This is an optimization exercise on Yosys and OpenROAD, whose aim is small area, not a production implementation. RTL that was checked went through simulation tests only; none was proved equivalent to the original. Only the layout flow was run in runs 1 to 3 and 5; the RTL was not checked for function there. In runs 3 to 5 the design's own scripts or RTL, not TritonCTS, make the clock network. The clock port is modelled as an ideal driver, which makes a skipped or thinned clock tree look cheaper than it is; a real chip needs a root buffer or a tree. Power and IR drop assume default switching activity.

==> design.v <==
module FabUART(
    input         clk,
    input         reset,
    input         uart_txrdy,
    input         uart_rxrdy,
    input         rx_val_i,
    input         rx_lock_i,
    input         rx_error_i,
    input         crc_error_i,
    input         payload_err_i,
    input  [7:0]  uart_data_in,
    input  [15:0] tx_words_in,
    input  [15:0] rx_words_in,
    input         start_test,
    output        uart_wen,
    output        uart_oen,
    output        start_o,
    output        clear_o,
    output        payload_err_o,
    output        crc_err_o,
    output        connect_o,
    output [7:0]  uart_data_out
);
reg       uart_wen_t, uart_oen_t;
reg       start_t, clear_t, payload_err_t, crc_err_t, connect_t;
reg [7:0] uart_data_out_t;
reg       busy, stat, scan;
reg [3:0] pos;
wire [7:0] c = uart_data_in;
wire cmd_start = c == 8'h61;
wire cmd_scan  = c == 8'h62;
wire cmd_stop  = c == 8'h63;
wire cmd_stat  = c == 8'h64;
wire cmd_pset  = c == 8'h65;
wire cmd_pclr  = c == 8'h66;
wire cmd_conn  = c == 8'h67;
wire cmd_cset  = c == 8'h68;
wire cmd_cclr  = c == 8'h69;
wire cmd_ack   = c == 8'h02 || c == 8'h03;
wire known = cmd_start | cmd_scan | cmd_stop | cmd_stat | cmd_pset | cmd_pclr |
             cmd_conn | cmd_cset | cmd_cclr | cmd_ack;
wire take = !busy & uart_rxrdy;
wire send = busy & !pos[0] & uart_txrdy;
wire adv  = busy & (pos[0] == uart_txrdy);
wire last = stat ? (pos == 4'd10) : (pos == 4'd5);
wire [2:0] k = pos[3:1];
wire [3:0] nib_t = k[2] ? (k[0] ? rx_words_in[15:12] : rx_words_in[11:8])
                        : (k[0] ? rx_words_in[7:4]   : rx_words_in[3:0]);
wire [3:0] nib_r = k[2] ? (k[0] ? tx_words_in[15:12] : tx_words_in[11:8])
                        : (k[0] ? tx_words_in[7:4]   : tx_words_in[3:0]);
reg  [7:0] val;
always @* begin
  if (stat) begin
    if (k == 3'd0)
      val = 8'h06;
    else if (k == 3'd1)
      val = {3'b000, rx_val_i, rx_error_i, rx_lock_i, crc_error_i, payload_err_i};
    else
      val = {nib_t, nib_r};
  end else begin
    if (k == 3'd0)
      val = scan ? 8'h04 : 8'h09;
    else if (k == 3'd1)
      val = 8'h00;
    else
      val = scan ? 8'h0E : 8'h0F;
  end
end
always @(posedge clk, negedge reset)
  if (!reset) begin
    uart_wen_t      <= 1'b1;
    uart_oen_t      <= 1'b1;
    uart_data_out_t <= 8'h00;
    start_t         <= 1'b0;
    clear_t         <= 1'b0;
    connect_t       <= 1'b0;
    payload_err_t   <= 1'b0;
    crc_err_t       <= 1'b0;
    busy            <= 1'b0;
    stat            <= 1'b0;
    scan            <= 1'b0;
    pos             <= 4'd0;
  end else begin
    uart_wen_t <= !send;
    if (send)
      uart_data_out_t <= val;
    uart_oen_t <= busy | !uart_rxrdy | (!known & uart_oen_t);
    if (take) begin
      if (cmd_start)                          start_t <= 1'b1;
      if (cmd_stop)                           start_t <= 1'b0;
      if (cmd_start | cmd_pclr | cmd_cclr)    clear_t <= 1'b1;
      if (cmd_stat | !known)                  clear_t <= 1'b0;
      if (cmd_pset)                           payload_err_t <= 1'b1;
      if (cmd_pclr | !known)                  payload_err_t <= 1'b0;
      if (cmd_cset)                           crc_err_t <= 1'b1;
      if (cmd_cclr | !known)                  crc_err_t <= 1'b0;
      if (cmd_conn)                           connect_t <= 1'b1;
      if (cmd_stat | cmd_scan | cmd_conn) begin
        busy <= 1'b1;
        stat <= cmd_stat;
        scan <= cmd_scan;
        pos  <= 4'd0;
      end
    end else if (adv) begin
      if (last)
        busy <= 1'b0;
      else
        pos <= pos + 4'd1;
    end
  end
assign uart_data_out = uart_data_out_t;
assign start_o       = start_t | start_test;
assign uart_wen      = uart_wen_t;
assign uart_oen      = uart_oen_t;
assign clear_o       = clear_t;
assign payload_err_o = payload_err_t;
assign crc_err_o     = crc_err_t;
assign connect_o     = connect_t;
endmodule
module Count_Checker(
    input         clk_i,
    input         reset_n_i,
    input  [31:0] data_i,
    input         start_i,
    input         rx_val_in,
    input         usr_data_valid_i,
    input         clear_i,
    input         crc_error_result_i,
    output        rx_val_o,
    output        lock_o,
    output        error_o,
    output        crc_error_o,
    output [31:0] data_tx_o,
    output [31:0] data_rx_o
);
wire v = usr_data_valid_i;
reg  [31:0] s_data;
reg         s_zero;
reg         start_count;
wire [32:0] cy;
assign cy[0] = v & start_count;
genvar gi;
generate for (gi=0; gi<32; gi=gi+1) begin : g
  assign cy[gi+1] = cy[gi] & s_data[gi];
end endgenerate
always @(posedge clk_i)
  s_data <= (v & !start_count) ? data_i : s_data ^ cy[31:0];
reg  [31:0] s_data_in;
reg         s_in_ok;
always @(posedge clk_i)
  s_data_in <= data_i;
reg  [31:0] s_data_in_d;
reg  [31:0] data_rx_o_reg;
reg         s_lock, s_error, s_crc_error, s_rx_val;
reg  [1:0]  count, crc_count;
always @(posedge clk_i, negedge reset_n_i)
  if (!reset_n_i) begin
    s_zero      <= 1'b1;
    start_count <= 1'b0;
    s_in_ok     <= 1'b0;
  end else begin
    s_zero      <= !start_i | (s_zero & !v);
    start_count <= start_i & v;
    s_in_ok     <= start_i;
  end
always @(posedge clk_i, negedge reset_n_i)
  if (!reset_n_i)
    s_data_in_d <= 32'h0;
  else if (!start_i)
    s_data_in_d <= 32'h0;
  else if (v)
    s_data_in_d <= s_in_ok ? s_data_in : 32'h0;
always @(posedge clk_i, negedge reset_n_i)
  if (!reset_n_i)
    data_rx_o_reg <= 32'h0;
  else if (v)
    data_rx_o_reg <= s_zero ? 32'h0 : s_data;
wire match = (s_data_in_d == data_rx_o_reg);
always @(posedge clk_i, negedge reset_n_i)
  if (!reset_n_i) begin
    s_lock  <= 1'b0;
    s_error <= 1'b0;
    count   <= 2'b00;
  end else if (!start_i) begin
    s_lock  <= 1'b0;
    s_error <= 1'b1;
    count   <= 2'b00;
  end else if (!v) begin
    count   <= 2'b00;
  end else begin
    count   <= count + 2'b01;
    if (count == 2'b11) begin
      s_lock  <= match;
      s_error <= !match;
    end
  end
always @(posedge clk_i, negedge reset_n_i)
  if (!reset_n_i) begin
    s_crc_error <= 1'b0;
    crc_count   <= 2'b00;
  end else if (!start_i) begin
    s_crc_error <= 1'b0;
  end else if (v) begin
    if (crc_error_result_i)
      crc_count <= crc_count + 2'b01;
    else if (crc_count == 2'b11)
      crc_count <= 2'b00;
    if (clear_i)
      s_crc_error <= 1'b0;
    else if (crc_count == 2'b10)
      s_crc_error <= 1'b1;
  end
always @(posedge clk_i, negedge reset_n_i)
  if (!reset_n_i)
    s_rx_val <= 1'b0;
  else
    s_rx_val <= start_i & rx_val_in;
assign lock_o      = s_lock;
assign data_tx_o   = s_data_in_d;
assign rx_val_o    = s_rx_val;
assign error_o     = clear_i ? 1'b0 : s_error;
assign crc_error_o = clear_i ? 1'b0 : s_crc_error;
assign data_rx_o   = data_rx_o_reg;
endmodule
module link_test_ctrl(
    input         clk,
    input         reset_n,               
    input         uart_txrdy,
    input         uart_rxrdy,
    input  [7:0]  uart_data_in,
    output        uart_wen,
    output        uart_oen,
    output [7:0]  uart_data_out,
    input         start_test,
    input  [31:0] rx_data_i,
    input         rx_usr_data_valid_i,
    input         rx_val_in,
    input         rx_crc_error_i,
    output        start_o,
    output        clear_o,
    output        payload_err_o,
    output        crc_err_o,
    output        connect_o,
    output        rx_val_o,
    output        lock_o,
    output        error_o,
    output        crc_error_o,
    output [31:0] data_tx_o,
    output [31:0] data_rx_o
);
FabUART u_uart(
    .clk           (clk),
    .reset         (reset_n),
    .uart_txrdy    (uart_txrdy),
    .uart_rxrdy    (uart_rxrdy),
    .rx_val_i      (rx_val_o),
    .rx_lock_i     (lock_o),
    .rx_error_i    (error_o),
    .crc_error_i   (crc_error_o),
    .payload_err_i (error_o),
    .uart_data_in  (uart_data_in),
    .tx_words_in   (data_rx_o[15:0]),
    .rx_words_in   (data_tx_o[15:0]),
    .start_test    (start_test),
    .uart_wen      (uart_wen),
    .uart_oen      (uart_oen),
    .start_o       (start_o),
    .clear_o       (clear_o),
    .payload_err_o (payload_err_o),
    .crc_err_o     (crc_err_o),
    .connect_o     (connect_o),
    .uart_data_out (uart_data_out)
);
Count_Checker u_check(
    .clk_i              (clk),
    .reset_n_i          (reset_n),
    .data_i             (rx_data_i),
    .start_i            (start_o),
    .rx_val_in          (rx_val_in),
    .usr_data_valid_i   (rx_usr_data_valid_i),
    .clear_i            (clear_o),
    .crc_error_result_i (rx_crc_error_i),
    .rx_val_o           (rx_val_o),
    .lock_o             (lock_o),
    .error_o            (error_o),
    .crc_error_o        (crc_error_o),
    .data_tx_o          (data_tx_o),
    .data_rx_o          (data_rx_o)
);
endmodule
==> flow/run.sh <==
#!/bin/bash
# The standard layout (standard.sh, unchanged synthesis) with two changes:
# - port buffers are sky130_fd_sc_hd__buf_1 rather than the flow's default pick;
# - the clock tree uses small clock buffers and no dummy loads.
set -o pipefail
export BUFFER_PORTS_ARGS="-buffer_cell sky130_fd_sc_hd__buf_1"
export CTS_ARGS="-sink_clustering_enable -repair_clock_nets -dont_use_dummy_load -buf_list sky130_fd_sc_hd__clkbuf_8 -root_buf sky130_fd_sc_hd__clkbuf_8 -sink_clustering_size 30 -sink_clustering_max_diameter 100"
bash standard.sh > standard.log 2>&1
==> standard.sh <==
#!/bin/bash
# synth_recipe.tcl (not shown) runs the flow's synth.tcl, then flattens the netlist and writes it again
# the make line also repeats each setting of config.mk as NAME=value (left out here)
make -C /OpenROAD-flow-scripts/flow DESIGN_CONFIG=/design/flow/config.mk WORK_HOME=/design/flow/orfs CLKGATE_MAP_FILE= SYNTH_SCRIPT=/design/flow/synth_recipe.tcl "${@:-finish}"
==> config.mk <==
export PLATFORM = sky130hd
export DESIGN_NAME = link_test_ctrl
export DESIGN_NICKNAME = link_test_ctrl
export VERILOG_FILES = /design/flow/design.v
export SDC_FILE = /design/flow/constraint.sdc
export NUM_CORES = 4
export LEC_CHECK = 0
export CAP_MARGIN = 20
export CORE_MARGIN = 2
export CORE_UTILIZATION = 40
export SLEW_MARGIN = 20
==> constraint.sdc <==
create_clock -name core_clock -period 8.0 [get_ports {clk}]
set_input_delay 1.6000 -clock core_clock [delete_from_list [all_inputs] [get_ports {clk}]]
set_output_delay 1.6000 -clock core_clock [all_outputs]
set_load 0.01 [all_outputs]
==> impl_results.md, run 1 <==
- Avg Synthesized Cell Area: between 10 and 15 µm²
- Number of optimization iterations in the first detailed-route pass: 4
- Cell type with the highest aggregate area in the netlist: sky130_fd_sc_hd__dfrtp_1
- CTS tree: done
- Total nets after synthesis: about 660
- Signal arrival time at the worst endpoint: between 7 and 8 ns
- Maximum clock rate: 131.9 MHz
- Reg2reg setup slack: between 1 and 1.5 ns
- Crit path max-delay family: adder cells
- Worst-case vdd ir drop: ~0.13 mV
- Max-slew violations: 0
- CTS Hold Buffers Added: 0
- Hold Crit Class: reg -> reg
- Most common cell in the synthesized netlist: sky130_fd_sc_hd__dfrtp_1
- Antenna Cells: 0
- Ratio of cells with drive above 1 in the final layout: between 10% and 20%
- Worst endpoint required time: about 8.4 ns
- Post-synthesis to final-layout area growth: 14.41%
- Count of state elements after synthesis: 161
- Worst reg2reg path depth: 33
- Row count: 47
- Sequential area share after synthesis: between 50% and 60%
- Starting DRC count in detailed routing: approximately 270
- Clock Pin Slew Worst Setup and Hold Paths: 0.09 ns
- HPWL after DPL: about 12000 µm
- Period utilisation layout: 94.79%
- Deepest clock path buffer count: 2
- Die Y: around 130 µm
- Cell count of the worst hold path: 1
- Core Area: around 16000 µm²
- Max Cap Violations: 0
- Post-layout power: between 0.0015 and 0.002 W
- Post-DRT Antenna Nets: 0
- Total congestion overflow after global routing: 0
- Overall via count from detail_route: between 4000 and 5000
- Min Tclk post-route: between 7 and 8 ns
- Setup bufs post-CTS: 0
- CP Max Fanout: 2
- Net count of the finished layout: between 700 and 800
- Critical path launch point type: input port
- Most frequent CP cell: sky130_fd_sc_hd__ha_2
- DRC violation count after routing: 0
- Setup repair after global routing missed its margin: false
- Maximum number of pins on one net before global-route repair: between 50 and 60
- Latest clock arrival within the worst-skew pair: 0.45 ns
- Antenna violations before repair: 0
- Critical register-to-register path startpoint: u_check.start_count
- Clock H-tree levels: 4
- Count of distinct cell types in the synthesized netlist: between 50 and 60
- Most common flop cell mapped by yosys: sky130_fd_sc_hd__dfrtp_1
- Hold Vio Cnt, Final: 0
- I/O Buffers: 130
- Boundary Pins: approximately 130
- Cell Pwr Density: between 200 and 250 nW/µm²
- Worst slew pin tran: around 1.1 ns
- Maximum single-stage delay on the critical path: around 0.27 ns
- Mapped Cells: ~580
- Top cells by instance count after synthesis: 94 x sky130_fd_sc_hd__dfrtp_1, 64 x sky130_fd_sc_hd__dfxtp_1, 48 x sky130_fd_sc_hd__nand2_1
- Master cell of the clock root buffer: sky130_fd_sc_hd__clkbuf_8
- Mean number of vias per cell: ~5.1
- Routability Congestion: 0.8333
- Area share of the leading cell type in the synthesized netlist: roughly a third
- Async set-reset flop share out of synthesis: between 60% and 70%
- Wire length reported by the detailed router: 16150 µm
- Placed cell area: roughly 7400 µm²
- Result of the run: timing/DRC/antenna clean
- Detailed-route wire length per cell: 17.58 µm
- Worst path bufs/invs: 1
- Starting utilization of the core area: between 40 and 50%
- Via count of the first global-routing pass: approximately 4700
- Tot GR Track Use: around 19%
- Top post-synthesis cells by area: sky130_fd_sc_hd__dfrtp_1 35%, sky130_fd_sc_hd__dfxtp_1 19%, sky130_fd_sc_hd__ha_1 6.5%, sky130_fd_sc_hd__mux2_2 5.9%, sky130_fd_sc_hd__a22o_1 4.7%
- Crit path kind: in -> reg
- Leakage: between 3 and 4 nW
- Number of enable-type register cells in the synthesized netlist: 0
- Final design instance area without fill: roughly 7700 µm²
- Element type at the critical path end: register
- R2R Path End: u_check.s_data[30]
- Largest clock skew in the final design: ~0.036 ns
- Library cell contributing the largest single delay on the critical path: sky130_fd_sc_hd__ha_1
- Die area: about 18000 µm²
- Number of cells upsized or downsized after cts: 0
- Worst rel slew slack: around 29%
- Post-synthesis instance area: 6688 µm²
- Worst hold path endpoint: u_check.s_data_in_d[15]
- Critical hold path startpoint: u_check.s_data_in[15]
- First-pass GRT wire length: about 25000 µm
- Num Clock Sinks: between 150 and 200
- Number of CTS-inserted buffers: 17
- Count of warnings emitted by yosys: 2
- Final setup vio count: 0
- Horiz. Die Dim: 133.3 µm
placed cells by master (no fill, tap or decap), drive strengths merged, types with 13 or more instances in the layout:
cell and count:
a21oi 13, xor2 28, nor2b 15, clkbuf 19, a22o 36, o21ai 42
inv 31, buf 131, ha 35, mux2 35, nand2 48, dfrtp 94
nor2 14, dfxtp 64
worst max path at each step:
stage                                   start            endpoint  slack [ns]  depth (start not counted)
final                     rx_usr_data_valid_i  u_check.s_data[30]        0.42                         34
after global routing      rx_usr_data_valid_i  u_check.s_data[30]        0.20                         34
after CTS                 rx_usr_data_valid_i  u_check.s_data[30]        0.39                         34
after detailed placement  rx_usr_data_valid_i  u_check.s_data[30]       -0.11                         34
after global placement    rx_usr_data_valid_i  u_check.s_data[30]       -0.04                         34
after floorplan           rx_usr_data_valid_i  u_check.s_data[30]        0.01                         35
per-layer routing:
layer	share of wire (%)	vias up	GRT usage [%]
met3	5.0	26	4.680
li1	-	2267	-
met4	2.1	0	7.447
met5	0	-	0
met2	46	134	28.98
met1	47	2258	24.79
cell families (layout without fill, tap and decap cells):
logic type               Yosys count  count (layout)  synth area share [%]
flip-flops                       161             161                 55.51
AO/OA/AOI/OAI                    125             125                 13.04
AND/OR/NAND/NOR                  117             117                 8.775
buffers and inverters             59             182                 3.592
multiplexers                      42              42                 7.690
XOR/XNOR                          37              37                 4.846
adder cells (fa/ha/maj)           35              35                 6.548
cell type report:
class | instances | area (µm²)
flip-flops and latches | 161 | 3712
well taps | 220 | 275.3
inverters | 32 | 120.1
clock buffers | 17 | 234.0
repair buffers | 133 | 515.5
multi-input cells | 356 | 2794
fillers | 1601 | 8815
through the flow:
stage | cells | setup WS (ns) | hold WS [ns] | utilization [%] | setup TNS, ns
2_1_floorplan | 576 | 0.01165 | 0.4091 | - | 0
3_3_place_gp | 902 | -0.03663 | 0.4284 | 45.05 | -0.03663
3_5_place_dp | 902 | -0.1052 | 0.4327 | 45.05 | -0.1258
4_1_cts | 919 | 0.3861 | 0.4305 | 46.47 | 0
5_1_grt | 919 | 0.1992 | 0.4407 | 46.47 | 0
6_report | 919 | 0.4170 | 0.4308 | 46.47 | 0
power by group:
group          internal, W  switching [W]
clock network     0.000187       0.000252
registers         0.000889      0.0000982
logic             0.000143       0.000161
==> run 2: changes to the inputs <==
==> flow/run.sh (replaced) <==
#!/bin/bash
# Layout flow: the standard flow (standard.sh) with three changes.
# - Synthesis is the standard flow's own script (synth_recipe.tcl, run by ORFS's synth.tcl
#   unchanged), except that its one ABC call gets an area-oriented script
#   (flow/abc_area_map.script). Registers are mapped by dfflibmap before
#   ABC runs, so they are the standard synthesis's, with the same names.
# - Port buffers are sky130_fd_sc_hd__buf_1.
# - The clock tree uses clkbuf_8 buffers and no dummy loads.
# Every tool's full output goes to the ORFS logs and to flow_*.log here.
set -euo pipefail
WD=$(pwd)
{
  cat <<EOF
proc abc {args} {
  set i [lsearch -exact \$args -script]
  if {\$i >= 0} { lset args [expr {\$i + 1}] $WD/flow/abc_area_map.script }
  yosys abc {*}\$args
}
EOF
  cat synth_recipe.tcl
} > my_synth.tcl
sed "s#SYNTH_SCRIPT=[^ ]*#SYNTH_SCRIPT=$WD/my_synth.tcl#" standard.sh > my_standard.sh
grep -q "SYNTH_SCRIPT=$WD/my_synth.tcl" my_standard.sh
export BUFFER_PORTS_ARGS="-buffer_cell sky130_fd_sc_hd__buf_1"
export CTS_ARGS="-sink_clustering_enable -repair_clock_nets -dont_use_dummy_load -buf_list sky130_fd_sc_hd__clkbuf_8 -root_buf sky130_fd_sc_hd__clkbuf_8"
bash my_standard.sh synth > flow_synth.log 2>&1
bash my_standard.sh > flow_layout.log 2>&1
==> flow/abc_area_map.script (new file) <==
strash
dc2
dch -f
amap
--- a/config.mk
+++ b/config.mk
@@ -7,5 +7,6 @@
 export LEC_CHECK = 0
 export CAP_MARGIN = 20
 export CORE_MARGIN = 2
-export CORE_UTILIZATION = 40
+export CORE_UTILIZATION = 70
+export PLACE_DENSITY = 0.8
 export SLEW_MARGIN = 20
==> run 2 against run 1 <==
Compared with the run above: final area decreased by 3.5%; sequential power increased by 6%; sequential share of layout area increased by 1.7 points; area after synthesis decreased by 4.0%; cell count decreased by 6.7%; synthesized cell count increased by 3.1%; critical endpoint unchanged; largest power group unchanged.
==> impl_results.md, run 2 <==
- Via count of the first global-routing pass: 5349 (+15%)
- Library cell contributing the largest single delay on the critical path: sky130_fd_sc_hd__ha_1
- Die area: 9955 µm² (-44%)
- Signal arrival time at the worst endpoint: 8.14 ns (+0.21 ns)
- Master cell of the clock root buffer: sky130_fd_sc_hd__clkbuf_8
- Crit path kind: in -> reg
- Number of enable-type register cells in the synthesized netlist: 0 (unchanged)
- Antenna Cells: 0 (unchanged)
- Dominant combinational cell family by area after synthesis: compound AO/OA/AOI/OAI gates
- Worst path bufs/invs: 2 (+1)
- Starting DRC count in detailed routing: 445 (+67%)
- Post-synthesis to final-layout area growth: 15.02%
- Compound-gate portion of the synthesized area: 21.69% (+8.6 points)
- Detailed-route wire length per cell: 20.17 µm (+15%)
- Die Y: 99.78 µm (-25%)
- Boundary Pins: 131 (unchanged)
- Sequential area share after synthesis: 57.81% (+2.3 points)
- Mapped Cells: 594 (+3.1%)
- Row count: 34 (-28%)
- Worst slew pin tran: 0.9610 ns (-0.1026 ns)
- Critical path launch point type: input port
- R2R Path End: u_check.s_data[30]
- Post-DRT Antenna Nets: 0 (unchanged)
- Cell total after placement: 840 (-6.9%)
- Horiz. Die Dim: 99.78 µm (-25%)
- CP endpoint: u_check.s_data[30]
- Worst endpoint required time: 8.32 ns (-0.03 ns)
- Total nets after synthesis: 677 (+2.7%)
- Element type at the critical path end: register
- Wire length reported by the detailed router: 17280 µm (+7.0%)
- I/O Buffers: 130 (unchanged)
- Period utilisation layout: 97.80% (+3.0 points)
- Crit. Startpoint: rx_usr_data_valid_i
- Hold Vio Cnt, Final: 0 (unchanged)
- Async set-reset flop share out of synthesis: 60.25% (unchanged)
- Final total negative setup slack: 0 ns (unchanged)
- Tot GR Track Use: 36.05% (+18 points)
- Most frequent cells in the layout: 129 x sky130_fd_sc_hd__buf_1, 94 x sky130_fd_sc_hd__dfrtp_1, 89 x sky130_fd_sc_hd__clkinv_1
- Worst-case vdd ir drop: 0.1483 mV (+17%)
- Maximum clock rate: 127.8 MHz (-3.1%)
- Max Cap Violations: 0 (unchanged)
- Critical register-to-register path startpoint: u_check.start_count
- Most frequent CP cell: sky130_fd_sc_hd__ha_1
- Xor and xnor fraction of the mapped netlist area: 0% (-4.8 points)
- Post-route non-filler standard cell count: 857 (-6.7%)
- Post-synthesis instance area: 6421 µm² (-4.0%)
- Setup repair after global routing missed its margin: false
- Worst hold slack: 0.4385 ns (+0.007734 ns)
- Max-slew violations: 0 (unchanged)
- Adder-cell share of the synthesized area: 6.820% (+0.27 points)
- Cell type with the highest aggregate area in the netlist: sky130_fd_sc_hd__dfrtp_1
- Leakage: 3.063 nW (-10%)
- Result of the run: timing/DRC/antenna clean
- CP Max Fanout: 2 (unchanged)
- Largest clock skew in the final design: 0.04236 ns (+0.005918 ns)
- Mean number of vias per cell: 6.474 (+27%)
- Area share of the leading cell type in the synthesized netlist: 36.63% (+1.5 points)
- Setup bufs post-CTS: 0 (unchanged)
- Clock Pin Slew Worst Setup and Hold Paths: 0.08 ns (about the same)
- Deepest clock path buffer count: 2 (unchanged)
- Avg Synthesized Cell Area: 10.81 µm² (-6.9%)
- Ratio of cells with drive above 1 in the final layout: 6.275% (-8.0 points)
- Post-layout power: 0.001949 W (+13%)
- Total congestion overflow after global routing: 0 (unchanged)
- Count of filler cells inserted in the layout: 537 (-66%)
- Count of state elements after synthesis: 161 (unchanged)
- Antenna violations before repair: 0 (unchanged)
- Critical hold path startpoint: u_check.count[0]
- Count of warnings emitted by yosys: 2 (unchanged)
- Reg2reg setup slack: 1.01 ns (-0.29 ns)
- Most common flop cell mapped by yosys: sky130_fd_sc_hd__dfrtp_1
- Overall via count from detail_route: 5548 (+18%)
- First-pass GRT wire length: 27440 µm (+8.8%)
- Min Tclk post-route: 7.824 ns (+0.2410 ns)
- Hold Crit Class: reg -> reg
- Leading cell type in the layout, fill and taps excluded: sky130_fd_sc_hd__buf_1
- Most common cell in the synthesized netlist: sky130_fd_sc_hd__dfrtp_1
- DRC violation count after routing: 0 (unchanged)
- Num Clock Sinks: 161 (unchanged)
- Fraction of synthesized area in multiplexers: 0% (-7.7 points)
- Core Area: 8806 µm² (-47%)
- Worst rel slew slack: 35.93% (+7.2 points)
- Final setup vio count: 0 (unchanged)
- Count of distinct cell types in the synthesized netlist: 43 (-17%)
- CTS tree: done
- Top post-synthesis cells by area: sky130_fd_sc_hd__dfrtp_1 37%, sky130_fd_sc_hd__dfxtp_1 20%, sky130_fd_sc_hd__ha_1 6.8%, sky130_fd_sc_hd__clkinv_1 5.3%, sky130_fd_sc_hd__a32o_1 4.4%
- Worst reg2reg path depth: 33 (unchanged)
- HPWL after DPL: 12170 µm (+4.1%)
- Logic depth of the worst setup path including buffers: 35 (+2.9%)
- Cell Pwr Density: 263.9 nW/µm² (+17%)
- Maximum single-stage delay on the critical path: 0.28 ns (about the same)
- Starting utilization of the core area: 72.92% (+32 points)
- Crit path max-delay family: adder cells
- Simple-gate share of the synthesized area: 8.418% (-0.36 points)
- Net count of the finished layout: 834 (+6.4%)
- Latest clock arrival within the worst-skew pair: 0.45 ns (about the same)
- Number of optimization iterations in the first detailed-route pass: 6 (+2)
- Maximum number of pins on one net before global-route repair: 68 (+24%)
- Clock H-tree levels: 4 (unchanged)
- Number of CTS-inserted buffers: 17 (unchanged)
- Routability Congestion: 0.9225 (+11%)
- Top cells by instance count after synthesis: 94 x sky130_fd_sc_hd__dfrtp_1, 90 x sky130_fd_sc_hd__clkinv_1, 64 x sky130_fd_sc_hd__dfxtp_1
[run 2: cell types whose count changed after synthesis, moves of 11 or more]
cell,previous run,this run
sky130_fd_sc_hd__a221oi_1,2,13
sky130_fd_sc_hd__nor2b_1,15,3
sky130_fd_sc_hd__buf_2,12,0
sky130_fd_sc_hd__o21ai_0,41,26
sky130_fd_sc_hd__a32o_1,2,28
sky130_fd_sc_hd__nand2_1,48,29
sky130_fd_sc_hd__clkbuf_1,13,0
sky130_fd_sc_hd__inv_1,31,0
sky130_fd_sc_hd__clkinv_1,1,90
sky130_fd_sc_hd__mux2_2,35,0
sky130_fd_sc_hd__o22ai_1,1,34
sky130_fd_sc_hd__nor2_1,13,55
sky130_fd_sc_hd__xor2_1,28,0
[run 2: area by class of cell]
class                      count  area [µm²]  area share [%]
clock buffer                  17       234.0           3.168
inverter                      90       339.1           4.591
multi-input combinational    343        2414           32.68
sequential                   161        3712           50.26
tap                          108       135.1           1.830
timing repair buffer         138       551.8           7.471
[run 2: worst min-delay path by stage]
stage                                            to  slack [ns]  cells after the start
final                              u_check.count[0]        0.44                      1
after global routing      u_check.data_rx_o_reg[15]        0.48                      2
after CTS                          u_check.count[0]        0.44                      1
after detailed placement           u_check.count[0]        0.42                      1
after global placement             u_check.count[0]        0.42                      1
after floorplan                    u_check.count[0]        0.41                      1
[run 2: cell families (layout without fill, tap and decap cells)]
group / count (synthesis) / after routing
AOI/OAI and AO/OA: 185 / 185
adders and majority gates: 35 / 35
buffers and inverters: 90 / 245
DFF: 161 / 161
and+or+nand+nor: 123 / 123
[run 2: stage by stage]
| step | util (%) | setup slack, ns | area (µm²) |
|---|---|---|---|
| after global routing | 83.87 | 0.02823 | 7386 |
| after detailed placement | 80.82 | -0.5927 | 7117 |
| after global placement | 80.82 | -0.2815 | 7117 |
| after floorplan | - | 0.04827 | 6422 |
| after CTS | 83.67 | 0.03109 | 7368 |
| final | 83.87 | 0.1760 | 7386 |
[run 2: power breakdown]
part           leakage, nW  total [W]  switching (W)  internal [W]
sequential            1.73    0.00105       0.000121      0.000928
clock                0.122   0.000434       0.000247      0.000188
combinational         1.21   0.000466       0.000286      0.000180
[run 2: metal layers]
| layer | vias to the layer above | share of wire (%) | GRT usage [%] |
|---|---|---|---|
| li1 | 2484 | - | - |
| met1 | 2634 | 39 | 47.32 |
| met2 | 363 | 47 | 56.60 |
| met3 | 67 | 9.4 | 8.565 |
| met4 | 0 | 4.1 | 18.55 |
| met5 | - | 0 | 0 |
[run 2: what timing repair did]
item | 4_1_cts | 5_1_grt
pin swaps | 0 | 0
hold buffers | 0 | 0
setup endpoints to repair | 2 | 2
cloned | 0 | 0
gates resized for setup | 7 | 8
==> run 3: changes to the inputs <==
--- a/design.v
+++ b/design.v
@@ -44,28 +44,26 @@
 wire adv  = busy & (pos[0] == uart_txrdy);
 wire last = stat ? (pos == 4'd10) : (pos == 4'd5);
 wire [2:0] k = pos[3:1];
-wire [3:0] nib_t = k[2] ? (k[0] ? rx_words_in[15:12] : rx_words_in[11:8])
-                        : (k[0] ? rx_words_in[7:4]   : rx_words_in[3:0]);
-wire [3:0] nib_r = k[2] ? (k[0] ? tx_words_in[15:12] : tx_words_in[11:8])
-                        : (k[0] ? tx_words_in[7:4]   : tx_words_in[3:0]);
-reg  [7:0] val;
-always @* begin
-  if (stat) begin
-    if (k == 3'd0)
-      val = 8'h06;
-    else if (k == 3'd1)
-      val = {3'b000, rx_val_i, rx_error_i, rx_lock_i, crc_error_i, payload_err_i};
-    else
-      val = {nib_t, nib_r};
-  end else begin
-    if (k == 3'd0)
-      val = scan ? 8'h04 : 8'h09;
-    else if (k == 3'd1)
-      val = 8'h00;
-    else
-      val = scan ? 8'h0E : 8'h0F;
-  end
-end
+wire hold  = !send;
+wire s_06  = send &  stat & (k == 3'd0);
+wire s_sts = send &  stat & (k == 3'd1);
+wire s_n0  = send &  stat & (k == 3'd2);
+wire s_n1  = send &  stat & (k == 3'd3);
+wire s_n2  = send &  stat & (k == 3'd4);
+wire s_n3  = send &  stat & (k == 3'd5);
+wire s_c0  = send & !stat & (k == 3'd0);
+wire s_c2  = send & !stat & (k == 3'd2);
+wire [7:0] status = {3'b000, rx_val_i, rx_error_i, rx_lock_i, crc_error_i, payload_err_i};
+wire [7:0] data_next =
+    ({8{hold}}  & uart_data_out_t) |
+    ({8{s_06}}  & 8'h06) |
+    ({8{s_sts}} & status) |
+    ({8{s_n0}}  & {rx_words_in[3:0],   tx_words_in[3:0]}) |
+    ({8{s_n1}}  & {rx_words_in[7:4],   tx_words_in[7:4]}) |
+    ({8{s_n2}}  & {rx_words_in[11:8],  tx_words_in[11:8]}) |
+    ({8{s_n3}}  & {rx_words_in[15:12], tx_words_in[15:12]}) |
+    ({8{s_c0}}  & (scan ? 8'h04 : 8'h09)) |
+    ({8{s_c2}}  & (scan ? 8'h0E : 8'h0F));
 always @(posedge clk, negedge reset)
   if (!reset) begin
     uart_wen_t      <= 1'b1;
@@ -82,8 +80,7 @@
     pos             <= 4'd0;
   end else begin
     uart_wen_t <= !send;
-    if (send)
-      uart_data_out_t <= val;
+    uart_data_out_t <= data_next;
     uart_oen_t <= busy | !uart_rxrdy | (!known & uart_oen_t);
     if (take) begin
       if (cmd_start)                          start_t <= 1'b1;
@@ -135,16 +132,20 @@
 );
 wire v = usr_data_valid_i;
 reg  [31:0] s_data;
+reg         s_pend;
 reg         s_zero;
 reg         start_count;
 wire [32:0] cy;
-assign cy[0] = v & start_count;
+assign cy[0] = s_pend;
 genvar gi;
 generate for (gi=0; gi<32; gi=gi+1) begin : g
   assign cy[gi+1] = cy[gi] & s_data[gi];
 end endgenerate
-always @(posedge clk_i)
-  s_data <= (v & !start_count) ? data_i : s_data ^ cy[31:0];
+wire [31:0] s_now = s_data ^ cy[31:0];
+always @(posedge clk_i) begin
+  s_data <= (v & !start_count) ? data_i : s_now;
+  s_pend <= v & start_count;
+end
 reg  [31:0] s_data_in;
 reg         s_in_ok;
 always @(posedge clk_i)
@@ -174,7 +175,7 @@
   if (!reset_n_i)
     data_rx_o_reg <= 32'h0;
   else if (v)
-    data_rx_o_reg <= s_zero ? 32'h0 : s_data;
+    data_rx_o_reg <= s_zero ? 32'h0 : s_now;
 wire match = (s_data_in_d == data_rx_o_reg);
 always @(posedge clk_i, negedge reset_n_i)
   if (!reset_n_i) begin
--- a/flow/run.sh
+++ b/flow/run.sh
@@ -5,7 +5,9 @@
 #   (flow/abc_area_map.script). Registers are mapped by dfflibmap before
 #   ABC runs, so they are the standard synthesis's, with the same names.
 # - Port buffers are sky130_fd_sc_hd__buf_1.
-# - The clock tree uses clkbuf_8 buffers and no dummy loads.
+# - The clock tree is built by flow/clock_tree.tcl (sourced by ORFS's cts.tcl
+#   as PRE_CTS_TCL) instead of TritonCTS: a root buffer and ten leaf buffers,
+#   each leaf driving a group of nearby flip-flops.
 # Every tool's full output goes to the ORFS logs and to flow_*.log here.
 set -euo pipefail
 WD=$(pwd)
@@ -22,6 +24,9 @@
 sed "s#SYNTH_SCRIPT=[^ ]*#SYNTH_SCRIPT=$WD/my_synth.tcl#" standard.sh > my_standard.sh
 grep -q "SYNTH_SCRIPT=$WD/my_synth.tcl" my_standard.sh
 export BUFFER_PORTS_ARGS="-buffer_cell sky130_fd_sc_hd__buf_1"
-export CTS_ARGS="-sink_clustering_enable -repair_clock_nets -dont_use_dummy_load -buf_list sky130_fd_sc_hd__clkbuf_8 -root_buf sky130_fd_sc_hd__clkbuf_8"
+export PRE_CTS_TCL=$WD/flow/clock_tree.tcl
+export CLK_TREE_GROUPS=10
+export CLK_TREE_LEAF=sky130_fd_sc_hd__clkbuf_8
+export CLK_TREE_ROOT=sky130_fd_sc_hd__clkbuf_8
 bash my_standard.sh synth > flow_synth.log 2>&1
 bash my_standard.sh > flow_layout.log 2>&1
==> flow/abc_area_map.script (replaced) <==
strash
dc2
dch -f
amap -m -F 4 -A 10
==> flow/clock_tree.tcl (new file) <==
# Clock tree of two levels, built in place of clock_tree_synthesis (sourced
# as PRE_CTS_TCL by ORFS's cts.tcl, which then legalizes, repairs timing and
# writes the result as usual).
# The flip-flops are split by position into CLK_TREE_GROUPS groups of near
# equal size (recursive bisection along the longer side); each group gets a
# leaf clock buffer at its centre. The clock port drives one root buffer at
# the centre of the leaves, which drives every leaf.

proc ct_split {ids xs ys k} {
  # split the sinks ids into k groups; returns a list of groups
  if {$k <= 1} { return [list $ids] }
  set minx 1e30; set maxx -1e30; set miny 1e30; set maxy -1e30
  foreach i $ids {
    set x [lindex $xs $i]; set y [lindex $ys $i]
    if {$x < $minx} {set minx $x}; if {$x > $maxx} {set maxx $x}
    if {$y < $miny} {set miny $y}; if {$y > $maxy} {set maxy $y}
  }
  set key [expr {($maxx - $minx) >= ($maxy - $miny) ? "x" : "y"}]
  set pairs {}
  foreach i $ids {
    lappend pairs [list $i [expr {$key eq "x" ? [lindex $xs $i] : [lindex $ys $i]}]]
  }
  set sorted [lsort -real -index 1 $pairs]
  set k1 [expr {$k / 2}]
  set n [llength $ids]
  set n1 [expr {int(round(double($n) * $k1 / $k))}]
  set a {}; set b {}
  set j 0
  foreach p $sorted {
    if {$j < $n1} { lappend a [lindex $p 0] } else { lappend b [lindex $p 0] }
    incr j
  }
  return [concat [ct_split $a $xs $ys $k1] [ct_split $b $xs $ys [expr {$k - $k1}]]]
}

proc ct_build {} {
  set K $::env(CLK_TREE_GROUPS)
  set leafcell $::env(CLK_TREE_LEAF)
  set rootcell $::env(CLK_TREE_ROOT)
  set block [ord::get_db_block]
  set db [ord::get_db]
  set clknet [$block findNet clk]
  set sinks {}
  foreach it [$clknet getITerms] {
    if {[$it isInputSignal]} { lappend sinks $it }
  }
  set n [llength $sinks]
  set xs {}; set ys {}; set ids {}
  set i 0
  foreach it $sinks {
    set bb [[$it getInst] getBBox]
    lappend xs [expr {([$bb xMin] + [$bb xMax]) / 2.0}]
    lappend ys [expr {([$bb yMin] + [$bb yMax]) / 2.0}]
    lappend ids $i
    incr i
  }
  set groups [ct_split $ids $xs $ys $K]

  set rootnet [odb::dbNet_create $block "clk_root"]
  $rootnet setSigType CLOCK
  set rinst [odb::dbInst_create $block [$db findMaster $rootcell] "clkbuf_root"]
  [$rinst findITerm A] connect $clknet
  [$rinst findITerm X] connect $rootnet

  set lmaster [$db findMaster $leafcell]
  set g 0
  set rx 0.0; set ry 0.0
  foreach grp $groups {
    set sx 0.0; set sy 0.0
    foreach i $grp { set sx [expr {$sx + [lindex $xs $i]}]; set sy [expr {$sy + [lindex $ys $i]}] }
    set cx [expr {$sx / [llength $grp]}]; set cy [expr {$sy / [llength $grp]}]
    set rx [expr {$rx + $cx / $K}]; set ry [expr {$ry + $cy / $K}]
    set inst [odb::dbInst_create $block $lmaster "clkbuf_leaf_$g"]
    set net [odb::dbNet_create $block "clk_leaf_$g"]
    $net setSigType CLOCK
    [$inst findITerm A] connect $rootnet
    [$inst findITerm X] connect $net
    $inst setLocation [expr {int($cx)}] [expr {int($cy)}]
    $inst setPlacementStatus PLACED
    foreach i $grp {
      set it [lindex $sinks $i]
      $it disconnect
      $it connect $net
    }
    puts "clock tree: leaf $g ($leafcell) at [expr {int($cx)}] [expr {int($cy)}] drives [llength $grp] flip-flops"
    incr g
  }
  $rinst setLocation [expr {int($rx)}] [expr {int($ry)}]
  $rinst setPlacementStatus PLACED
  puts "clock tree: root ($rootcell) at [expr {int($rx)}] [expr {int($ry)}] drives $K leaf buffers"
}

ct_build
set_propagated_clock [all_clocks]
# cts.tcl's own clock_tree_synthesis call becomes a no-op: the tree is built
rename clock_tree_synthesis orfs_clock_tree_synthesis_unused
proc clock_tree_synthesis {args} {
  puts "clock_tree_synthesis skipped: flow/clock_tree.tcl built the clock tree"
}
--- a/config.mk
+++ b/config.mk
@@ -7,6 +7,6 @@
 export LEC_CHECK = 0
 export CAP_MARGIN = 20
 export CORE_MARGIN = 2
-export CORE_UTILIZATION = 70
-export PLACE_DENSITY = 0.8
+export CORE_UTILIZATION = 55
+export PLACE_DENSITY = 0.7
 export SLEW_MARGIN = 20
==> run 3 against run 2 <==
Compared with the run above: still clean on timing, DRC and antenna; via count fell by 2.5%; clock power is 16% lower; final area shrank 1.8%; sequential share of layout area grew 1.2 points; synthesized cell count is 3.4% higher; combinational power shrank 4.5%; area after synthesis down 0.66%; register-to-register slack worse by 0.06 ns; cell count rose by 5.5%; die area is 25% higher; critical path type is now reg -> reg; largest power group unchanged.
==> impl_results.md, run 3 <==
- Core Area: 11370 µm² (+29%)
- Result of the run: timing/DRC/antenna clean
- Worst rel slew slack: 30.93% (-5.0 points)
- Largest clock skew in the final design: 0.01474 ns (-0.02763 ns)
- Final setup vio count: 0 (unchanged)
- Ratio of cells with drive above 1 in the final layout: 3.022% (-3.3 points)
- Boundary Pins: 131 (unchanged)
- Count of distinct cell types in the synthesized netlist: 35 (-19%)
- Most frequent cells in the layout: 129 x sky130_fd_sc_hd__buf_1, 94 x sky130_fd_sc_hd__dfrtp_1, 93 x sky130_fd_sc_hd__clkinv_1
- Setup repair after global routing missed its margin: false
- Worst path bufs/invs: 0 (-2)
- Leading cell type in the layout, fill and taps excluded: sky130_fd_sc_hd__buf_1
- Area share of the leading cell type in the synthesized netlist: 36.88% (+0.24 points)
- Maximum single-stage delay on the critical path: 0.31 ns (+0.03 ns)
- Post-synthesis instance area: 6379 µm² (-0.66%)
- Number of optimization iterations in the first detailed-route pass: 7 (+1)
- Row count: 39 (+15%)
- Mapped Cells: 614 (+3.4%)
- Via count of the first global-routing pass: 5326 (-0.43%)
- Critical hold path startpoint: u_check.count[0]
- Post-DRT Antenna Nets: 0 (unchanged)
- Worst endpoint required time: 8.27 ns (-0.05 ns)
- Most frequent CP cell: sky130_fd_sc_hd__ha_1
- Routability Congestion: 0.9257 (+0.35%)
- Critical register-to-register path startpoint: u_check.s_pend
- First-pass GRT wire length: 27450 µm (about the same)
- Detailed-route wire length per cell: 19.31 µm (-4.2%)
- Tot GR Track Use: 27.26% (-8.8 points)
- Crit. Startpoint: u_check.s_pend
- Number of cells upsized or downsized after cts: 0 (-7)
- Post-synthesis to final-layout area growth: 13.67%
- Signal arrival time at the worst endpoint: 7.33 ns (-0.81 ns)
- Storage element area: 3732 µm² (+0.54%)
- Avg Synthesized Cell Area: 10.39 µm² (-3.9%)
- Most common flop cell mapped by yosys: sky130_fd_sc_hd__dfrtp_1
- Max Cap Violations: 0 (unchanged)
- Sequential area share after synthesis: 58.51% (+0.70 points)
- Fin util: 63.77% (-20 points)
- Critical path launch point type: register
- Min Tclk post-route: 7.050 ns (-0.7736 ns)
- Mean number of vias per cell: 5.985 (-7.6%)
- Total nets after synthesis: 697 (+3.0%)
- HPWL after DPL: 12460 µm (+2.4%)
- Count of warnings emitted by yosys: 2 (unchanged)
- Clock Pin Slew Worst Setup and Hold Paths: 0.10 ns (+0.02 ns)
- Count of filler cells inserted in the layout: 998 (+86%)
- Setup bufs post-CTS: 0 (unchanged)
- Period utilisation layout: 88.13% (-9.7 points)
- Max-slew violations: 0 (unchanged)
- Net count of the finished layout: 846 (+1.4%)
- Maximum clock rate: 141.8 MHz (+11%)
- Most common cell in the synthesized netlist: sky130_fd_sc_hd__dfrtp_1
- Die area: 12470 µm² (+25%)
- CP Max Fanout: 2 (unchanged)
- Cell type with the highest aggregate area in the netlist: sky130_fd_sc_hd__dfrtp_1
- Library cell contributing the largest single delay on the critical path: sky130_fd_sc_hd__dfxtp_1
- Hold Crit Class: reg -> reg
- Async set-reset flop share out of synthesis: 59.88% (-0.37 points)
- Element type at the critical path end: register
- Leakage: 2.944 nW (-3.9%)
- Crit path max-delay family: adder cells
- Cell Pwr Density: 256.2 nW/µm² (-2.9%)
- Latest clock arrival within the worst-skew pair: 0.42 ns (-0.03 ns)
- Hold Vio Cnt, Final: 0 (unchanged)
- Final total negative setup slack: 0 ns (unchanged)
- Wire length reported by the detailed router: 17460 µm (+1.0%)
- Overall via count from detail_route: 5410 (-2.5%)
- Top cells by instance count after synthesis: 94 x sky130_fd_sc_hd__dfrtp_1, 93 x sky130_fd_sc_hd__clkinv_1, 66 x sky130_fd_sc_hd__nor2_1
- Count of state elements after synthesis: 162 (+0.62%)
- CTS Hold Buffers Added: 0 (unchanged)
- Horiz. Die Dim: 111.7 µm (+12%)
- Multi-input combinational cell area: 2302 µm² (-4.6%)
- Cell total after placement: 893 (+6.3%)
- Starting DRC count in detailed routing: 529 (+19%)
- Starting utilization of the core area: 56.10% (-17 points)
- Worst slew pin tran: 1.010 ns (+0.04886 ns)
- Post-route non-filler standard cell count: 904 (+5.5%)
- Crit path kind: reg -> reg
- DRC violation count after routing: 0 (unchanged)
- Number of enable-type register cells in the synthesized netlist: 0 (unchanged)
- I/O Buffers: 130 (unchanged)
- Antenna Cells: 0 (unchanged)
- Total congestion overflow after global routing: 0 (unchanged)
- Worst-case vdd ir drop: 0.1322 mV (-11%)
- Antenna violations before repair: 0 (unchanged)
- Die Y: 111.7 µm (+12%)
- Maximum number of pins on one net before global-route repair: 65 (-4.4%)
- Post-layout power: 0.001858 W (-4.7%)
- Top post-synthesis cells by area: sky130_fd_sc_hd__dfrtp_1 37%, sky130_fd_sc_hd__dfxtp_1 20%, sky130_fd_sc_hd__ha_1 6.9%, sky130_fd_sc_hd__clkinv_1 5.5%, sky130_fd_sc_hd__nor2_1 3.9%
run 3: cell families (layout without fill, tap and decap cells):
kind of cell	Yosys count	after routing	synth area share, %
flip-flops	162	162	58.51
AO/OA/AOI/OAI	181	181	19.20
buffers and inverters	93	240	5.473
AND/OR/NAND/NOR	143	143	9.945
adder cells (fa/ha/maj)	35	35	6.865
run 3: power by group:
group	leakage, nW	total [W]	switching (W)	internal, W
registers	1.71	0.00105	0.000107	0.000941
clock network	0.0791	0.000364	0.000240	0.000124
logic	1.16	0.000445	0.000283	0.000163
total	2.94	0.00186	0.000629	0.00123
run 3: per-layer routing:
metal  GRT usage, %  part of all wire [%]  up-vias
met1          38.02                    43     2606
li1               -                     -     2507
met3          3.593                   7.7       43
met2          45.17                    46      254
met4          7.819                   3.2        0
met5              0                     0        -
run 3: cell type report:
cell class / instances / area share, %
flip-flops and latches: 162 / 51.48
multi-input cells: 359 / 31.75
repair buffers: 136 / 7.403
inverters: 93 / 4.815
well taps: 143 / 2.468
plain buffers: 11 / 2.088
run 3: worst paths after layout:
| check | end | slack [ns] | depth (start not counted) |
|---|---|---|---|
| hold reg to reg | u_check.count[0] | 0.43 | 1 |
| max in group asynchronous | u_check.data_rx_o_reg[6] | 5.64 | 2 |
| hold / removal | u_check.count[0] | 0.43 | 1 |
| setup reg to reg | u_check.s_data[31] | 0.95 | 33 |
| min in group asynchronous | u_uart.connect_t | 1.18 | 1 |
| setup / recovery | u_check.s_data[31] | 0.95 | 33 |
run 3: through the flow:
step	setup slack (ns)	cell area, µm²	hold WS, ns
after floorplan	1.371	6379	0.4099
after global placement	1.095	7097	0.4179
after detailed placement	0.9559	7097	0.4228
after CTS	0.9111	7248	0.4362
after global routing	0.5746	7251	0.4512
final	0.9495	7251	0.4325
run 3: worst register-to-register path, delay by kind of cell, from the launching register on:
| family | cells | cell delay (ns) |
|---|---|---|
| AOI/OAI and AO/OA | 2 | 0.30 |
| adders and majority gates | 31 | 6.30 |
| DFF | 1 | 0.31 |
==> run 4: changes to the inputs <==
--- a/design.v
+++ b/design.v
@@ -132,20 +132,16 @@
 );
 wire v = usr_data_valid_i;
 reg  [31:0] s_data;
-reg         s_pend;
 reg         s_zero;
 reg         start_count;
 wire [32:0] cy;
-assign cy[0] = s_pend;
+assign cy[0] = v & start_count;
 genvar gi;
 generate for (gi=0; gi<32; gi=gi+1) begin : g
   assign cy[gi+1] = cy[gi] & s_data[gi];
 end endgenerate
-wire [31:0] s_now = s_data ^ cy[31:0];
-always @(posedge clk_i) begin
-  s_data <= (v & !start_count) ? data_i : s_now;
-  s_pend <= v & start_count;
-end
+always @(posedge clk_i)
+  s_data <= (v & !start_count) ? data_i : s_data ^ cy[31:0];
 reg  [31:0] s_data_in;
 reg         s_in_ok;
 always @(posedge clk_i)
@@ -175,7 +171,7 @@
   if (!reset_n_i)
     data_rx_o_reg <= 32'h0;
   else if (v)
-    data_rx_o_reg <= s_zero ? 32'h0 : s_now;
+    data_rx_o_reg <= s_zero ? 32'h0 : s_data;
 wire match = (s_data_in_d == data_rx_o_reg);
 always @(posedge clk_i, negedge reset_n_i)
   if (!reset_n_i) begin
==> run 4 against run 3 <==
Compared with the run above: largest power group unchanged; final area grew 0.59%; sequential cell count shrank 1; first-iteration DRC count shrank 13%; register-to-register slack gained 0.16 ns; cell count shrank 3.3%; critical path type is now in -> reg; fmax shrank 8.8%; critical endpoint is now u_check.s_data[30]; area after synthesis shrank 0.26%; core utilization grew 0.37 points.
==> impl_results.md, run 4 <==
- Count of warnings emitted by yosys: 2 (unchanged)
- Element type at the critical path end: register
- Core Area: 11370 µm² (unchanged)
- Number of optimization iterations in the first detailed-route pass: 5 (-2)
- Critical path launch point type: input port
- Compound-gate portion of the synthesized area: 20.57% (+1.4 points)
- Worst slew pin tran: 0.9051 ns (-0.1048 ns)
- HPWL after DPL: 12370 µm (-0.73%)
- CP Max Fanout: 2 (unchanged)
- Max Cap Violations: 0 (unchanged)
- Worst-case vdd ir drop: 0.1666 mV (+26%)
- Count of state elements after synthesis: 161 (-0.62%)
- Crit path kind: in -> reg
- Net count of the finished layout: 816 (-3.5%)
- Starting utilization of the core area: 55.96% (-0.14 points)
- Top post-synthesis cells by area: sky130_fd_sc_hd__dfrtp_1 37%, sky130_fd_sc_hd__dfxtp_1 20%, sky130_fd_sc_hd__ha_1 6.9%, sky130_fd_sc_hd__clkinv_1 5.6%, sky130_fd_sc_hd__a22o_1 4.3%
- Internal Dissipation: 0.001217 W (-0.94%)
- Area share of the leading cell type in the synthesized netlist: 36.97% (+0.094 points)
- Leakage: 2.978 nW (+1.2%)
- Period utilisation layout: 96.68% (+8.5 points)
- Post-synthesis instance area: 6362 µm² (-0.26%)
- Boundary Pins: 131 (unchanged)
- Detailed-route wire length per cell: 19.50 µm (+0.99%)
- Xor and xnor fraction of the mapped netlist area: 0% (unchanged)
- Maximum clock rate: 129.3 MHz (-8.8%)
- Total nets after synthesis: 664 (-4.7%)
- Post-DRT Antenna Nets: 0 (unchanged)
- Cell type with the highest aggregate area in the netlist: sky130_fd_sc_hd__dfrtp_1
- Most common flop cell mapped by yosys: sky130_fd_sc_hd__dfrtp_1
- Antenna violations before repair: 0 (unchanged)
- Top cells by instance count after synthesis: 95 x sky130_fd_sc_hd__clkinv_1, 94 x sky130_fd_sc_hd__dfrtp_1, 64 x sky130_fd_sc_hd__dfxtp_1
- Result of the run: timing/DRC/antenna clean
- CTS Hold Buffers Added: 0 (unchanged)
- Mapped Cells: 581 (-5.4%)
- Latest clock arrival within the worst-skew pair: 0.42 ns (about the same)
- Cell Pwr Density: 249.5 nW/µm² (-2.6%)
- Antenna Cells: 0 (unchanged)
- I/O Buffers: 130 (unchanged)
- Dominant combinational cell family by area after synthesis: compound AO/OA/AOI/OAI gates
- Total congestion overflow after global routing: 0 (unchanged)
- Final setup vio count: 0 (unchanged)
- Net Switching: 0.0006033 W (-4.1%)
- Worst rel slew slack: 39.29% (+8.4 points)
- Simple-gate share of the synthesized area: 8.594% (-1.4 points)
- Die area: 12440 µm² (-0.24%)
- Max-slew violations: 0 (unchanged)
- Leading cell type in the layout, fill and taps excluded: sky130_fd_sc_hd__buf_1
- Most frequent CP cell: sky130_fd_sc_hd__ha_1
- Ratio of cells with drive above 1 in the final layout: 5.609% (+2.6 points)
- Fraction of power consumed by combinational cells: 22.8% (-1.2 points)
- Cell total after placement: 863 (-3.4%)
- Routability Congestion: 0.9907 (+7.0%)
- Reg power frac: 57.3% (+0.9 points)
- Die Y: 111.6 µm (-0.12%)
- Fraction of synthesized area in multiplexers: 0% (unchanged)
- Async set-reset flop share out of synthesis: 60.25% (+0.37 points)
- Signal arrival time at the worst endpoint: 8.04 ns (+0.71 ns)
- Clock network power share: 19.9% (+0.3 points)
- Adder-cell share of the synthesized area: 6.883% (+0.018 points)
- Hold Crit Class: reg -> reg
- Sequential area share after synthesis: 58.35% (-0.17 points)
- Overall via count from detail_route: 5240 (-3.1%)
- Via count of the first global-routing pass: 5075 (-4.7%)
- Most common cell in the synthesized netlist: sky130_fd_sc_hd__clkinv_1
- Maximum number of pins on one net before global-route repair: 53 (-18%)
- Maximum single-stage delay on the critical path: 0.28 ns (-0.03 ns)
- Largest clock skew in the final design: 0.01153 ns (-0.003207 ns)
- Wire length reported by the detailed router: 17050 µm (-2.4%)
- Final total negative setup slack: 0 ns (unchanged)
- Mean number of vias per cell: 5.995 (+0.18%)
- Avg Synthesized Cell Area: 10.95 µm² (+5.4%)
- Post-route non-filler standard cell count: 874 (-3.3%)
- First-pass GRT wire length: 26970 µm (-1.8%)
- Tot GR Track Use: 26.84% (-0.42 points)
- Post-synthesis to final-layout area growth: 14.63%
- Worst endpoint required time: 8.30 ns (+0.03 ns)
- Starting DRC count in detailed routing: 462 (-13%)
- Switching part of the total: 33.15% (-0.73 points)
- Count of distinct cell types in the synthesized netlist: 37 (+5.7%)
- Hold Vio Cnt, Final: 0 (unchanged)
- Horiz. Die Dim: 111.6 µm (-0.12%)
- Setup WS post-layout: 0.2658 ns (-0.6837 ns)
- Library cell contributing the largest single delay on the critical path: sky130_fd_sc_hd__ha_1
- Row count: 39 (unchanged)
- Post-placement worst setup slack: -0.5620 ns (-1.518 ns)
- Clock Pin Slew Worst Setup and Hold Paths: 0.10 ns (about the same)
- Min Tclk post-route: 7.734 ns (+0.6837 ns)
- Most frequent cells in the layout: 129 x sky130_fd_sc_hd__buf_1, 94 x sky130_fd_sc_hd__clkinv_1, 94 x sky130_fd_sc_hd__dfrtp_1
- DRC violation count after routing: 0 (unchanged)
- Number of enable-type register cells in the synthesized netlist: 0 (unchanged)
==> run 4: cell count changes after synthesis, sizes merged, moves of 2 or more <==
cell,change
nand2,+4
a222oi,+4
nand4,+2
a2111o,-2
o21ai,-4
clkinv,+2
a22o,+28
nor2,-34
a21oi,-34
a2111oi,-3
a32o,+2
==> run 4: logic make-up (layout without fill, tap and decap cells) <==
| kind of cell | after synthesis | count (layout) |
|---|---|---|
| AO/OA/AOI/OAI | 174 | 174 |
| AND/OR/NAND/NOR | 116 | 116 |
| flip-flops | 161 | 161 |
| buffers and inverters | 95 | 245 |
| adder cells (fa/ha/maj) | 35 | 35 |
==> run 4: cell type report <==
type                    instances  area, µm²
repair buffers                139      559.3
fillers                       962       4076
well taps                     143      178.9
flip-flops and latches        161       3712
plain buffers                  11      151.4
inverters                      95      357.8
multi-input cells             325       2333
==> run 4: layer usage <==
metal / wire (µm) / track usage, % / share of wire (%)
met1: 7255 / 37.85 / 43
met2: 8212 / 45.77 / 48
met3: 1226 / 2.559 / 7.2
met4: 351 / 5.844 / 2.1
met5: 0 / 0 / 0
==> run 4: through the flow <==
| stage | util, % | hold slack [ns] | total power, W | cell area, µm² |
|---|---|---|---|---|
| finish | 64.15 | 0.4427 | 0.001820 | 7293 |
| detailed placement | 62.53 | 0.4303 | 0.001471 | 7109 |
| CTS | 63.95 | 0.4439 | 0.001821 | 7271 |
| global placement | 62.53 | 0.4181 | 0.001453 | 7109 |
| floorplan | - | 0.4099 | 0.001291 | 6364 |
| global route | 64.15 | 0.4671 | 0.001923 | 7293 |
==> run 4: what timing repair did <==
item | 4_1_cts | 5_1_grt
gates resized for setup | 4 | 10
setup endpoints to repair | 2 | 3
setup buffers | 0 | 0
gates cloned | 0 | 0
pin swaps | 0 | 1
==> run 4: final timing paths <==
kind | cells after the start | start | slack (ns) | endpoint
min | 1 | u_check.count[0] | 0.44 | u_check.count[0]
max reg2reg | 33 | u_check.start_count | 1.11 | u_check.s_data[30]
max | 35 | rx_usr_data_valid_i | 0.27 | u_check.s_data[30]
min reg2reg | 1 | u_check.count[0] | 0.44 | u_check.count[0]
min in group asynchronous | 1 | reset_n | 1.21 | u_uart.uart_data_out_t[4]
max in group asynchronous | 2 | reset_n | 5.66 | u_check.s_data_in_d[30]
==> run 4: critical path, delay by kind of cell <==
| family | cells | cell delay (ns) |
|---|---|---|
| fa+ha+maj | 31 | 6.01 |
| buf+inv | 2 | 0.17 |
| simple gates | 1 | 0.06 |
| compound gates | 1 | 0.18 |
==> run 4: power by group through the flow <==
stage | clock network (W) | registers [W] | logic (W)
floorplan | 0 | 0.00106 | 0.000235
CTS | 0.000366 | 0.00104 | 0.000416
global route | 0.000401 | 0.00106 | 0.000466
global placement | 0 | 0.00105 | 0.000401
finish | 0.000362 | 0.00104 | 0.000415
detailed placement | 0 | 0.00106 | 0.000415
==> run 5: changes to the inputs <==
--- a/design.v
+++ b/design.v
@@ -24,8 +24,10 @@
 reg       uart_wen_t, uart_oen_t;
 reg       start_t, clear_t, payload_err_t, crc_err_t, connect_t;
 reg [7:0] uart_data_out_t;
-reg       busy, stat, scan;
+reg       stat;
 reg [3:0] pos;
+wire      busy = !(&pos);
+wire      scan = pos[3];
 wire [7:0] c = uart_data_in;
 wire cmd_start = c == 8'h61;
 wire cmd_scan  = c == 8'h62;
@@ -42,8 +44,8 @@
 wire take = !busy & uart_rxrdy;
 wire send = busy & !pos[0] & uart_txrdy;
 wire adv  = busy & (pos[0] == uart_txrdy);
-wire last = stat ? (pos == 4'd10) : (pos == 4'd5);
-wire [2:0] k = pos[3:1];
+wire last = stat ? (pos == 4'd10) : (pos[2:0] == 3'd5);
+wire [2:0] k = stat ? pos[3:1] : {1'b0, pos[2:1]};
 wire hold  = !send;
 wire s_06  = send &  stat & (k == 3'd0);
 wire s_sts = send &  stat & (k == 3'd1);
@@ -74,10 +76,8 @@
     connect_t       <= 1'b0;
     payload_err_t   <= 1'b0;
     crc_err_t       <= 1'b0;
-    busy            <= 1'b0;
     stat            <= 1'b0;
-    scan            <= 1'b0;
-    pos             <= 4'd0;
+    pos             <= 4'd15;
   end else begin
     uart_wen_t <= !send;
     uart_data_out_t <= data_next;
@@ -93,15 +93,14 @@
       if (cmd_cclr | !known)                  crc_err_t <= 1'b0;
       if (cmd_conn)                           connect_t <= 1'b1;
       if (cmd_stat | cmd_scan | cmd_conn) begin
-        busy <= 1'b1;
         stat <= cmd_stat;
-        scan <= cmd_scan;
-        pos  <= 4'd0;
+        pos  <= cmd_scan ? 4'd8 : 4'd0;
       end
     end else if (adv) begin
-      if (last)
-        busy <= 1'b0;
-      else
+      if (last) begin
+        stat <= 1'b0;
+        pos  <= 4'd15;
+      end else
         pos <= pos + 4'd1;
     end
   end
@@ -132,16 +131,20 @@
 );
 wire v = usr_data_valid_i;
 reg  [31:0] s_data;
+reg         s_pend;
 reg         s_zero;
 reg         start_count;
 wire [32:0] cy;
-assign cy[0] = v & start_count;
+assign cy[0] = s_pend;
 genvar gi;
 generate for (gi=0; gi<32; gi=gi+1) begin : g
   assign cy[gi+1] = cy[gi] & s_data[gi];
 end endgenerate
-always @(posedge clk_i)
-  s_data <= (v & !start_count) ? data_i : s_data ^ cy[31:0];
+wire [31:0] s_now = s_data ^ cy[31:0];
+always @(posedge clk_i) begin
+  s_data <= (v & !start_count) ? data_i : s_now;
+  s_pend <= v & start_count;
+end
 reg  [31:0] s_data_in;
 reg         s_in_ok;
 always @(posedge clk_i)
@@ -171,7 +174,7 @@
   if (!reset_n_i)
     data_rx_o_reg <= 32'h0;
   else if (v)
-    data_rx_o_reg <= s_zero ? 32'h0 : s_data;
+    data_rx_o_reg <= s_zero ? 32'h0 : s_now;
 wire match = (s_data_in_d == data_rx_o_reg);
 always @(posedge clk_i, negedge reset_n_i)
   if (!reset_n_i) begin
==> run 5 against run 4 <==
Compared with the run above: largest cell class unchanged; sequential power decreased by 6%; clock skew increased by 0.0010 ns; worst hold slack about the same; still clean on timing, DRC and antenna; final area decreased by 0.91%; critical endpoint is now u_check.s_data[31]; global-route usage increased by 0.98 points; register-to-register slack got worse by 0.06 ns; worst setup slack improved by 0.78 ns; cell count increased by 3.2%; core utilization decreased by 0.31 points; die area decreased by 0.30%; critical path depth decreased by 2.
==> impl_results.md, run 5 <==
- CP Max Fanout: 2 (unchanged)
- Most common flop cell mapped by yosys: sky130_fd_sc_hd__dfrtp_1
- Post-DRT Antenna Nets: 0 (unchanged)
- Maximum clock rate: 143.9 MHz (+11%)
- Top post-synthesis cells by area: sky130_fd_sc_hd__dfrtp_1 35%, sky130_fd_sc_hd__dfxtp_1 21%, sky130_fd_sc_hd__ha_1 7.3%, sky130_fd_sc_hd__clkinv_1 5.4%, sky130_fd_sc_hd__nor2_1 4.0%
- Avg Synthesized Cell Area: 10.38 µm² (-5.2%)
- Most common cell in the synthesized netlist: sky130_fd_sc_hd__clkinv_1
- Die Y: 111.4 µm (-0.15%)
- Setup WS post-layout: 1.049 ns (+0.7835 ns)
- Highest-utilization routing layer at the global route stage: met2
- Boundary Pins: 131 (unchanged)
- Result of the run: timing/DRC/antenna clean
- Maximum number of pins on one net before global-route repair: 67 (+26%)
- Total congestion overflow after global routing: 0 (unchanged)
- Count of warnings emitted by yosys: 2 (unchanged)
- Setup repair after global routing missed its margin: false
- Critical path launch point type: register
- Total nets after synthesis: 696 (+4.8%)
- Horiz. Die Dim: 111.4 µm (-0.15%)
- Via count of the first global-routing pass: 5330 (+5.0%)
- Post-placement worst setup slack: 1.057 ns (+1.619 ns)
- Crit path max-delay family: adder cells
- Die area: 12410 µm² (-0.30%)
- Largest clock skew in the final design: 0.01256 ns (+0.001024 ns)
- Signal arrival time at the worst endpoint: 7.24 ns (-0.80 ns)
- Async set-reset flop share out of synthesis: 59.38% (-0.87 points)
- Row count: 39 (unchanged)
- Library cell contributing the largest single delay on the critical path: sky130_fd_sc_hd__dfxtp_1
- Net count of the finished layout: 846 (+3.7%)
- Count of state elements after synthesis: 160 (-0.62%)
- Cell Pwr Density: 236.4 nW/µm² (-5.3%)
- Starting utilization of the core area: 56.02% (+0.064 points)
- Setup bufs post-CTS: 0 (unchanged)
- Ratio of cells with drive above 1 in the final layout: 3.953% (-1.7 points)
- Worst rel slew slack: 28.61% (-11 points)
- HPWL after DPL: 12650 µm (+2.3%)
- Overall via count from detail_route: 5395 (+3.0%)
- Final setup vio count: 0 (unchanged)
- Final total negative setup slack: 0 ns (unchanged)
- Period utilisation layout: 86.88% (-9.8 points)
- Met3 Usage GRT: 2.504% (-0.054 points)
- Min Tclk post-route: 6.951 ns (-0.7835 ns)
- Number of cells upsized or downsized after cts: 0 (-4)
- First-pass GRT wire length: 28150 µm (+4.4%)
- Most frequent CP cell: sky130_fd_sc_hd__ha_1
- Detailed-route wire length per cell: 19.35 µm (-0.77%)
- Area share of the leading cell type in the synthesized netlist: 34.72% (-2.3 points)
- Number of optimization iterations in the first detailed-route pass: 5 (unchanged)
- CTS Hold Buffers Added: 0 (unchanged)
- Sequential area share after synthesis: 58.14% (-0.21 points)
- Leading cell type in the layout, fill and taps excluded: sky130_fd_sc_hd__buf_1
- Cell type with the highest aggregate area in the netlist: sky130_fd_sc_hd__dfrtp_1
- Most frequent cells in the layout: 129 x sky130_fd_sc_hd__buf_1, 91 x sky130_fd_sc_hd__clkinv_1, 88 x sky130_fd_sc_hd__dfrtp_1
- Post-synthesis to final-layout area growth: 13.95%
- I/O Buffers: 130 (unchanged)
- Max-slew violations: 0 (unchanged)
- Worst path bufs/invs: 0 (-2)
- DRC violation count after routing: 0 (unchanged)
- Global routing met1 resource utilization: 38.54% (+0.69 points)
- Latest clock arrival within the worst-skew pair: 0.42 ns (about the same)
- Number of enable-type register cells in the synthesized netlist: 0 (unchanged)
- Tot GR Track Use: 27.82% (+0.98 points)
- Wire length reported by the detailed router: 17460 µm (+2.4%)
- Hold Crit Class: reg -> reg
- Worst-case vdd ir drop: 0.1757 mV (+5.5%)
- Met2 GRT Util: 47.80% (+2.0 points)
- Mapped Cells: 611 (+5.2%)
- Mean number of vias per cell: 5.981 (-0.24%)
- Top cells by instance count after synthesis: 91 x sky130_fd_sc_hd__clkinv_1, 88 x sky130_fd_sc_hd__dfrtp_1, 68 x sky130_fd_sc_hd__nor2_1
- Antenna Cells: 0 (unchanged)
- Worst slew pin tran: 1.063 ns (+0.1577 ns)
- Starting DRC count in detailed routing: 562 (+22%)
- Clock Pin Slew Worst Setup and Hold Paths: 0.10 ns (about the same)
- Crit path kind: reg -> reg
- Worst endpoint required time: 8.29 ns (about the same)
- Max Cap Violations: 0 (unchanged)
- Post-synthesis instance area: 6342 µm² (-0.31%)
- Maximum single-stage delay on the critical path: 0.31 ns (+0.03 ns)
- Hold Vio Cnt, Final: 0 (unchanged)
- Antenna violations before repair: 0 (unchanged)
- Core Area: 11320 µm² (-0.43%)
- Leakage: 3.017 nW (+1.3%)
- Element type at the critical path end: register
- Count of distinct cell types in the synthesized netlist: 37 (unchanged)
- Routability Congestion: 0.9767 (-1.4%)
## run 5: stage by stage
step	area [µm²]	total power (W)	instances	utilization, %	hold slack [ns]
floorplan	6342	0.001212	611	-	0.4099
global placement	7071	0.001350	891	62.46	0.4207
detailed placement	7071	0.001362	891	62.46	0.4304
CTS	7222	0.001715	902	63.79	0.4439
global route	7227	0.001794	902	63.84	0.4750
finish	7227	0.001708	902	63.84	0.4423
## run 5: cells by family after synthesis
logic type                 synth area share, %
DFF                                      58.14
adders and majority gates                7.299
AOI/OAI and AO/OA                        19.35
buffers and inverters                    5.386
and+or+nand+nor                          9.824
## run 5: cell type report
| type | instances | area (µm²) |
|---|---|---|
| Tap cell | 143 | 178.9 |
| Timing Repair Buffer | 137 | 544.3 |
| Buffer | 11 | 151.4 |
| Sequential cell | 160 | 3687 |
| Fill cell | 1004 | 4094 |
| Inverter | 91 | 341.6 |
| Multi-Input combinational cell | 360 | 2323 |
## run 5: path summary, 6_finish.rpt
check / from / slack [ns] / cells past startpoint / to
worst min register to register: u_check.count[0] / 0.44 / 1 / u_check.count[0]
worst min-delay path: u_check.count[0] / 0.44 / 1 / u_check.count[0]
max in group asynchronous: reset_n / 5.66 / 2 / u_check.data_rx_o_reg[13]
worst max register to register: u_check.s_pend / 1.05 / 33 / u_check.s_data[31]
min in group asynchronous: reset_n / 1.13 / 1 / u_check.crc_count[1]
worst max-delay path: u_check.s_pend / 1.05 / 33 / u_check.s_data[31]
## run 5: power by group
group / leakage, nW / total [W] / switching [W] / internal [W]
combinational: 1.15 / 0.000374 / 0.000243 / 0.000131
sequential: 1.79 / 0.000976 / 0.0000735 / 0.000903
clock: 0.0791 / 0.000358 / 0.000234 / 0.000124
total: 3.02 / 0.00171 / 0.000551 / 0.00116
## run 5: routing by layer
metal,share of wire [%],vias up
li1,-,2515
met2,48,229
met1,42,2613
met3,6.9,38
met5,0,-
met4,2.8,0
## run 5: worst register-to-register path: cells and delay by family (launching register included)
family / cells / cell delay [ns]
fa+ha+maj: 31 / 6.19
flops: 1 / 0.31
compound gates: 2 / 0.32
